Background: an optimization exercise with open tools, aiming at small area. Do not read the settings as production practice.
Only simulation tests tie the RTL to the original design; equivalence was not proved.
Power and IR drop assume default switching activity.

==> job 6057 <==
==> flow/design.v <==
`timescale 1ns / 1ps
module alu_omux (input s, input sn, input x, input y, output z);
	assign z = ~((sn | x) & (s | y));
endmodule
module alu_xor2 (input a, input b, output y);
	assign y = a ^ b;
endmodule
module alu_xnor2 (input a, input b, output y);
	assign y = ~(a ^ b);
endmodule
module alu_nand2 (input a, input b, output y);
	assign y = ~(a & b);
endmodule
module alu_nor2 (input a, input b, output y);
	assign y = ~(a | b);
endmodule
module alu_and2 (input a, input b, output y);
	assign y = a & b;
endmodule
module alu_inv (input a, output y);
	assign y = ~a;
endmodule
module alu_a21oi (input a1, input a2, input b1, output y);
	assign y = ~((a1 & a2) | b1);
endmodule
module alu_o21ai (input a1, input a2, input b1, output y);
	assign y = ~((a1 | a2) & b1);
endmodule
module alu_a21o (input a1, input a2, input b1, output y);
	assign y = (a1 & a2) | b1;
endmodule
module alu_blk8 (input [7:0] pn, input [7:0] gn, input cin, output [7:1] cx, output G, output P);
	wire g10, p10, g32, p32, g54, p54, g76, p76;
	wire g30n, p30n, g74n, p74n, cinn, c4, c4n;
	alu_o21ai u_g10 (.a1(pn[1]), .a2(gn[0]), .b1(gn[1]), .y(g10));
	alu_nor2  u_p10 (.a(pn[1]), .b(pn[0]), .y(p10));
	alu_o21ai u_g32 (.a1(pn[3]), .a2(gn[2]), .b1(gn[3]), .y(g32));
	alu_nor2  u_p32 (.a(pn[3]), .b(pn[2]), .y(p32));
	alu_o21ai u_g54 (.a1(pn[5]), .a2(gn[4]), .b1(gn[5]), .y(g54));
	alu_nor2  u_p54 (.a(pn[5]), .b(pn[4]), .y(p54));
	alu_o21ai u_g76 (.a1(pn[7]), .a2(gn[6]), .b1(gn[7]), .y(g76));
	alu_nor2  u_p76 (.a(pn[7]), .b(pn[6]), .y(p76));
	alu_a21oi u_g30 (.a1(p32), .a2(g10), .b1(g32), .y(g30n));
	alu_nand2 u_p30 (.a(p32), .b(p10), .y(p30n));
	alu_a21oi u_g74 (.a1(p76), .a2(g54), .b1(g76), .y(g74n));
	alu_nand2 u_p74 (.a(p76), .b(p54), .y(p74n));
	alu_o21ai u_G (.a1(p74n), .a2(g30n), .b1(g74n), .y(G));
	alu_nor2  u_P (.a(p74n), .b(p30n), .y(P));
	alu_inv   u_cinn (.a(cin), .y(cinn));
	alu_o21ai u_c1 (.a1(pn[0]), .a2(cinn), .b1(gn[0]), .y(cx[1]));
	alu_a21oi u_c2 (.a1(p10), .a2(cin), .b1(g10), .y(cx[2]));
	alu_o21ai u_c3 (.a1(pn[2]), .a2(cx[2]), .b1(gn[2]), .y(cx[3]));
	alu_o21ai u_c4 (.a1(p30n), .a2(cinn), .b1(g30n), .y(c4));
	alu_inv   u_c4n (.a(c4), .y(c4n));
	assign cx[4] = c4n;
	alu_o21ai u_c5 (.a1(pn[4]), .a2(c4n), .b1(gn[4]), .y(cx[5]));
	alu_a21oi u_c6 (.a1(p54), .a2(c4), .b1(g54), .y(cx[6]));
	alu_o21ai u_c7 (.a1(pn[6]), .a2(cx[6]), .b1(gn[6]), .y(cx[7]));
endmodule
module alu_o221ai (input a1, input a2, input b1, input b2, input c1, output y);
	assign y = ~((a1 | a2) & (b1 | b2) & c1);
endmodule
module alu_a22oi (input a1, input a2, input b1, input b2, output y);
	assign y = ~((a1 & a2) | (b1 & b2));
endmodule
module alu_64 (
	input		[63:0]	A,
	input		[63:0]	B,
	output reg	[63:0]	Z,
	output reg			overflow,
	input		[3:0]	aluctrl,
	input 		[63:0]	cmp_val,
	input		clk,
	input		reset
	);
	wire	[15:0]	dec = 16'b1 << aluctrl;
	wire	run = ~reset;
	wire	sub = dec[1];
	wire	inv = dec[1] | dec[4];		 
	wire	kA = run & (dec[0] | dec[1]);	 
	wire	kG = run & (dec[2] | dec[3]);	 
	wire	kP = run & (dec[3] | dec[4]);	 
	wire	kS = run & (dec[6] | dec[7]);	 
	wire	kE = run & dec[5];
	wire	kE16 = run & dec[8];
	wire	kT = run & (dec[9] | dec[10]);
	wire	left = ~(aluctrl[3] ^ aluctrl[0]);	 
	wire	leftn = ~left;
	wire	[5:0]	sa = B[5:0];
	wire	[5:0]	san = ~B[5:0];
	genvar i, j, k;
	wire	[63:0]	bx, pn, gn;
	generate for (i = 0; i < 64; i = i + 1) begin : g_pg
		alu_xor2 u_bx (.a(B[i]), .b(inv), .y(bx[i]));
		alu_xnor2 u_p (.a(A[i]), .b(bx[i]), .y(pn[i]));
		alu_nand2 u_g (.a(A[i]), .b(bx[i]), .y(gn[i]));
	end endgenerate
	wire	[64:0]	cx;
	wire	[7:0]	G, P;
	assign cx[0] = sub;
	generate for (j = 0; j < 8; j = j + 1) begin : g_blk
		alu_blk8 u_b (.pn(pn[8*j+7:8*j]), .gn(gn[8*j+7:8*j]), .cin(cx[8*j]),
			.cx(cx[8*j+7:8*j+1]), .G(G[j]), .P(P[j]));
		alu_a21o u_c (.a1(P[j]), .a2(cx[8*j]), .b1(G[j]), .y(cx[8*j+8]));
	end endgenerate
	wire	[63:0]	y;
	generate for (i = 0; i < 64; i = i + 1) begin : g_sum
		if (i % 2 == 1 || i % 8 == 0) begin : g_t
			alu_xnor2 u_s (.a(pn[i]), .b(cx[i]), .y(y[i]));
		end else begin : g_n
			alu_xor2 u_s (.a(pn[i]), .b(cx[i]), .y(y[i]));
		end
	end endgenerate
	wire	[7*64-1:0]	st;	 
	wire	[63:0]	t;
	generate for (i = 0; i < 64; i = i + 1) begin : g_rin
		alu_omux u (.s(left), .sn(leftn), .x(A[63-i]), .y(A[i]), .z(st[64*(0) + i]));
	end endgenerate
	generate for (k = 0; k < 6; k = k + 1) begin : g_st
		for (i = 0; i < 64; i = i + 1) begin : g_b
			if (i + (1 << k) < 64) begin : g_m
				alu_omux u (.s(sa[k]), .sn(san[k]), .x(st[64*(k) + i + (1 << k)]), .y(st[64*(k) + i]), .z(st[64*(k+1) + i]));
			end else if (k % 2 == 0) begin : g_z0
				assign st[64*(k+1) + i] = ~(sa[k] | st[64*(k) + i]);
			end else begin : g_z1
				assign st[64*(k+1) + i] = ~(san[k] & st[64*(k) + i]);
			end
		end
	end endgenerate
	generate for (i = 0; i < 64; i = i + 1) begin : g_rout
		alu_omux u (.s(left), .sn(leftn), .x(st[64*(6) + 63-i]), .y(st[64*(6) + i]), .z(t[i]));
	end endgenerate
	wire	[63:0]	te;
	generate for (i = 0; i < 64; i = i + 1) begin : g_teq
		alu_xnor2 u (.a(t[i]), .b(cmp_val[i]), .y(te[i]));
	end endgenerate
	wire	teq = &te;
	wire	eq = &pn;		 
	wire	eq16 = &pn[15:0];
	wire	kPn = ~kP;
	wire	kGn = ~kG;
	wire	[63:0]	w, r;
	generate for (i = 0; i < 64; i = i + 1) begin : g_z
		alu_a22oi u_w (.a1(kA), .a2(y[i]), .b1(kS), .b2(t[i]), .y(w[i]));
		alu_o221ai u_r (.a1(kPn), .a2(pn[i]), .b1(kGn), .b2(gn[i]), .c1(w[i]), .y(r[i]));
	end endgenerate
	always @(posedge clk) begin
		Z <= {r[63:1], r[0] | (kE & eq) | (kE16 & eq16) | (kT & teq)};
		overflow <= kA & (cx[63] ^ cx[64]);
	end
endmodule
==> flow/flow/run.sh <==
#!/bin/bash
# The standard ORFS layout with three changes:
#  - synthesis maps with an area-oriented ABC script (flow/abc_area.script);
#    the design's small leaf modules are kept apart by SYNTH_HIERARCHICAL,
#    and the netlist is flattened and renamed as synth_recipe.tcl does;
#  - the port buffers are made from the smallest buffer cell;
#  - power (and with it area) recovery after global routing;
#  - a clock tree with fewer, larger sink clusters and no dummy loads.
# make's full output goes to standard.log; each ORFS step logs under orfs/logs.
set -euo pipefail
here=$(pwd)
{
  head -n 1 synth_recipe.tcl
  cat <<EOT
proc abc {args} {
  set i [lsearch -exact \$args -script]
  if {\$i >= 0} { lset args [expr {\$i + 1}] $here/flow/abc_area.script }
  yosys abc {*}\$args
}
EOT
  tail -n +2 synth_recipe.tcl
} > my_synth.tcl
sed "s#SYNTH_SCRIPT=[^ ]*#SYNTH_SCRIPT=$here/my_synth.tcl#" standard.sh > my_standard.sh
grep -q "SYNTH_SCRIPT=$here/my_synth.tcl" my_standard.sh
bash my_standard.sh \
  BUFFER_PORTS_ARGS="-buffer_cell sky130_fd_sc_hd__buf_1" \
  RECOVER_POWER=100 \
  CTS_ARGS="-sink_clustering_enable -repair_clock_nets -dont_use_dummy_load -buf_list sky130_fd_sc_hd__clkbuf_8 -sink_clustering_size 24 -sink_clustering_max_diameter 120" \
  finish > standard.log 2>&1
==> flow/flow/abc_area.script <==
strash
dch
amap
topo
stime -c
==> flow/standard.sh <==
#!/bin/bash
# synth_recipe.tcl (not shown) runs the flow's synth.tcl, then flattens the netlist and writes it again
# the make line also repeats each setting of config.mk as NAME=value (left out here)
make -C /OpenROAD-flow-scripts/flow DESIGN_CONFIG=/design/flow/config.mk WORK_HOME=/design/flow/orfs CLKGATE_MAP_FILE= SYNTH_SCRIPT=/design/flow/synth_recipe.tcl "${@:-finish}"
==> flow/config.mk <==
export PLATFORM = sky130hd
export DESIGN_NAME = alu_64
export DESIGN_NICKNAME = alu_64
export VERILOG_FILES = /design/flow/design.v
export SDC_FILE = /design/flow/constraint.sdc
export NUM_CORES = 4
export LEC_CHECK = 0
export CAP_MARGIN = 10
export CORE_MARGIN = 2
export CORE_UTILIZATION = 40
export CTS_BUF_LIST = sky130_fd_sc_hd__clkbuf_8
export GPL_TIMING_DRIVEN = 0
export PLACE_DENSITY = 0.75
export SETUP_SLACK_MARGIN = 0
export SLEW_MARGIN = 10
export SYNTH_HIERARCHICAL = 1
export SYNTH_MINIMUM_KEEP_SIZE = 0
==> flow/constraint.sdc <==
create_clock -name core_clock -period 8.0 [get_ports {clk}]
set_input_delay 1.6000 -clock core_clock [delete_from_list [all_inputs] [get_ports {clk}]]
set_output_delay 1.6000 -clock core_clock [all_outputs]
set_load 0.01 [all_outputs]
==> job 8090: changes against job 6057 <==
--- a/flow/flow/run.sh
+++ b/flow/flow/run.sh
@@ -1,8 +1,10 @@
 #!/bin/bash
-# The standard ORFS layout with three changes:
+# The standard ORFS layout with these changes:
 #  - synthesis maps with an area-oriented ABC script (flow/abc_area.script);
 #    the design's small leaf modules are kept apart by SYNTH_HIERARCHICAL,
 #    and the netlist is flattened and renamed as synth_recipe.tcl does;
 #  - the port buffers are made from the smallest buffer cell;
+#  - no pre-placement timing repair (it only upsizes cells whose high-fanout
+#    nets are not buffered yet);
 #  - power (and with it area) recovery after global routing;
 #  - a clock tree with fewer, larger sink clusters and no dummy loads.
@@ -26,4 +28,5 @@
   BUFFER_PORTS_ARGS="-buffer_cell sky130_fd_sc_hd__buf_1" \
   RECOVER_POWER=100 \
+  REMOVE_ABC_BUFFERS=1 \
   CTS_ARGS="-sink_clustering_enable -repair_clock_nets -dont_use_dummy_load -buf_list sky130_fd_sc_hd__clkbuf_8 -sink_clustering_size 24 -sink_clustering_max_diameter 120" \
   finish > standard.log 2>&1
- CAP_MARGIN: 10 -> 35
- GPL_TIMING_DRIVEN: 0 -> unset
- PLACE_DENSITY: 0.75 -> 0.85
- SETUP_SLACK_MARGIN: 0 -> 0.2
- SLEW_MARGIN: 10 -> 30
==> job 695: changes against job 6057 <==
--- a/flow/flow/run.sh
+++ b/flow/flow/run.sh
@@ -5,6 +5,5 @@
 #    and the netlist is flattened and renamed as synth_recipe.tcl does;
 #  - the port buffers are made from the smallest buffer cell;
-#  - power (and with it area) recovery after global routing;
-#  - a clock tree with fewer, larger sink clusters and no dummy loads.
+#  - power (and with it area) recovery after global routing.
 # make's full output goes to standard.log; each ORFS step logs under orfs/logs.
 set -euo pipefail
@@ -26,4 +25,3 @@
   BUFFER_PORTS_ARGS="-buffer_cell sky130_fd_sc_hd__buf_1" \
   RECOVER_POWER=100 \
-  CTS_ARGS="-sink_clustering_enable -repair_clock_nets -dont_use_dummy_load -buf_list sky130_fd_sc_hd__clkbuf_8 -sink_clustering_size 24 -sink_clustering_max_diameter 120" \
   finish > standard.log 2>&1
- CAP_MARGIN: 10 -> 35
- CORE_UTILIZATION: 40 -> 30
- GPL_TIMING_DRIVEN: 0 -> unset
- PLACE_DENSITY: 0.75 -> unset
- SETUP_SLACK_MARGIN: 0 -> 0.2
- SLEW_MARGIN: 10 -> 30
==> job 3663: changes against job 6057 <==
--- a/flow/design.v
+++ b/flow/design.v
@@ -27,10 +27,7 @@
 	assign y = ~((a1 | a2) & b1);
 endmodule
-module alu_a21o (input a1, input a2, input b1, output y);
-	assign y = (a1 & a2) | b1;
-endmodule
-module alu_blk8 (input [7:0] pn, input [7:0] gn, input cin, output [7:1] cx, output G, output P);
+module alu_blk8 (input [7:0] pn, input [7:0] gn, input cin, input cinn, output [7:1] cx, output G, output P);
 	wire g10, p10, g32, p32, g54, p54, g76, p76;
-	wire g30n, p30n, g74n, p74n, cinn, c4, c4n;
+	wire g30n, p30n, g74n, p74n, c4, c4n;
 	alu_o21ai u_g10 (.a1(pn[1]), .a2(gn[0]), .b1(gn[1]), .y(g10));
 	alu_nor2  u_p10 (.a(pn[1]), .b(pn[0]), .y(p10));
@@ -47,5 +44,4 @@
 	alu_o21ai u_G (.a1(p74n), .a2(g30n), .b1(g74n), .y(G));
 	alu_nor2  u_P (.a(p74n), .b(p30n), .y(P));
-	alu_inv   u_cinn (.a(cin), .y(cinn));
 	alu_o21ai u_c1 (.a1(pn[0]), .a2(cinn), .b1(gn[0]), .y(cx[1]));
 	alu_a21oi u_c2 (.a1(p10), .a2(cin), .b1(g10), .y(cx[2]));
@@ -97,10 +93,13 @@
 	end endgenerate
 	wire	[64:0]	cx;
+	wire	[8:0]	cn;	 
 	wire	[7:0]	G, P;
 	assign cx[0] = sub;
+	assign cn[0] = ~sub;
 	generate for (j = 0; j < 8; j = j + 1) begin : g_blk
-		alu_blk8 u_b (.pn(pn[8*j+7:8*j]), .gn(gn[8*j+7:8*j]), .cin(cx[8*j]),
+		alu_blk8 u_b (.pn(pn[8*j+7:8*j]), .gn(gn[8*j+7:8*j]), .cin(cx[8*j]), .cinn(cn[j]),
 			.cx(cx[8*j+7:8*j+1]), .G(G[j]), .P(P[j]));
-		alu_a21o u_c (.a1(P[j]), .a2(cx[8*j]), .b1(G[j]), .y(cx[8*j+8]));
+		alu_a21oi u_cn (.a1(P[j]), .a2(cx[8*j]), .b1(G[j]), .y(cn[j+1]));
+		alu_inv u_c (.a(cn[j+1]), .y(cx[8*j+8]));
 	end endgenerate
 	wire	[63:0]	y;
- CAP_MARGIN: 10 -> 35
- CORE_UTILIZATION: 40 -> 30
- GPL_TIMING_DRIVEN: 0 -> unset
- PLACE_DENSITY: 0.75 -> unset
- SETUP_SLACK_MARGIN: 0 -> 0.2
- SLEW_MARGIN: 10 -> 30
==> comparison table <==
| quantity | job 8090 | job 6057 | job 3663 | job 695 |
|---|---|---|---|---|
| Run status | finished with violations | no timing/DRC/antenna violations | no timing/DRC/antenna violations | no timing/DRC/antenna violations |
| Layout check failures | max-capacitance violations, max-slew violations | - | - | - |
| Final core utilization | 48.15% | 49.52% | 37.72% | 36.61% |
| Number of buffers and inverters on the critical path | 3 | 3 | 6 | 4 |
| Worst Hold Endpoint | Z[55] | Z[41] | Z[0] | Z[5] |
| Via count | 14491 | 14521 | 14270 | 14179 |
| Wire length on met3 | 5088 um | 5285 um | 3931 um | 4203 um |
| Minimum clock period | 7.537 ns | 7.575 ns | 7.514 ns | 7.099 ns |
| Routed WL | 43980 um | 44180 um | 47110 um | 46150 um |
| Area of the die | 0.02434 sq mm | 0.02434 sq mm | 0.03218 sq mm | 0.03223 sq mm |
| Power share of the sequential group | 23.7% | 23.2% | 22.9% | 22.5% |
| Cell repeated most along the worst path | sky130_fd_sc_hd__o22ai_1 | sky130_fd_sc_hd__a21o_1 | sky130_fd_sc_hd__o22ai_1 | - |
| Hold Path Cell Cnt | 3 | 3 | 2 | 3 |
| Sequential power | 353 uW | 352 uW | 353 uW | 353 uW |
| IR drop worst, VDD | 61.46 uV | 63.34 uV | 69.47 uV | 66.77 uV |

## static timing again, ports no longer ideal
Ports are ideal in the flow. The routed layouts listed here were re-timed in OpenROAD.
Step 1 sets driving cells, clkbuf_16 on the clock port and buf_2 on the other inputs (assumed; they add their load-dependent delay and slew).
Step 2 times the ports against the registers' clock, not the clock port: input delays grow and output delays shrink by t, the midpoint of the rising clock arrivals with the driver on.
Slacks: ideal ports / drivers / drivers and shift; pairs: ideal ports / drivers.
| run | t (ns) | setup WS [ns] | worst hold slack (ns) | slew at the worst register clock pin (ns) |
|---|---|---|---|---|
| job 6057 | 0.420 | 0.425 / 0.438 / 0.018 | 1.619 / 1.597 / 1.999 | 0.09 / 0.09 |
| job 8090 | 0.416 | 0.463 / 0.462 / 0.046 | 1.632 / 1.613 / 2.002 | 0.08 / 0.08 |
| job 695 | 0.436 | 0.901 / 0.920 / 0.484 | 1.606 / 1.591 / 2.007 | 0.08 / 0.08 |
| job 3663 | 0.436 | 0.486 / 0.506 / 0.070 | 1.603 / 1.579 / 2.005 | 0.07 / 0.07 |
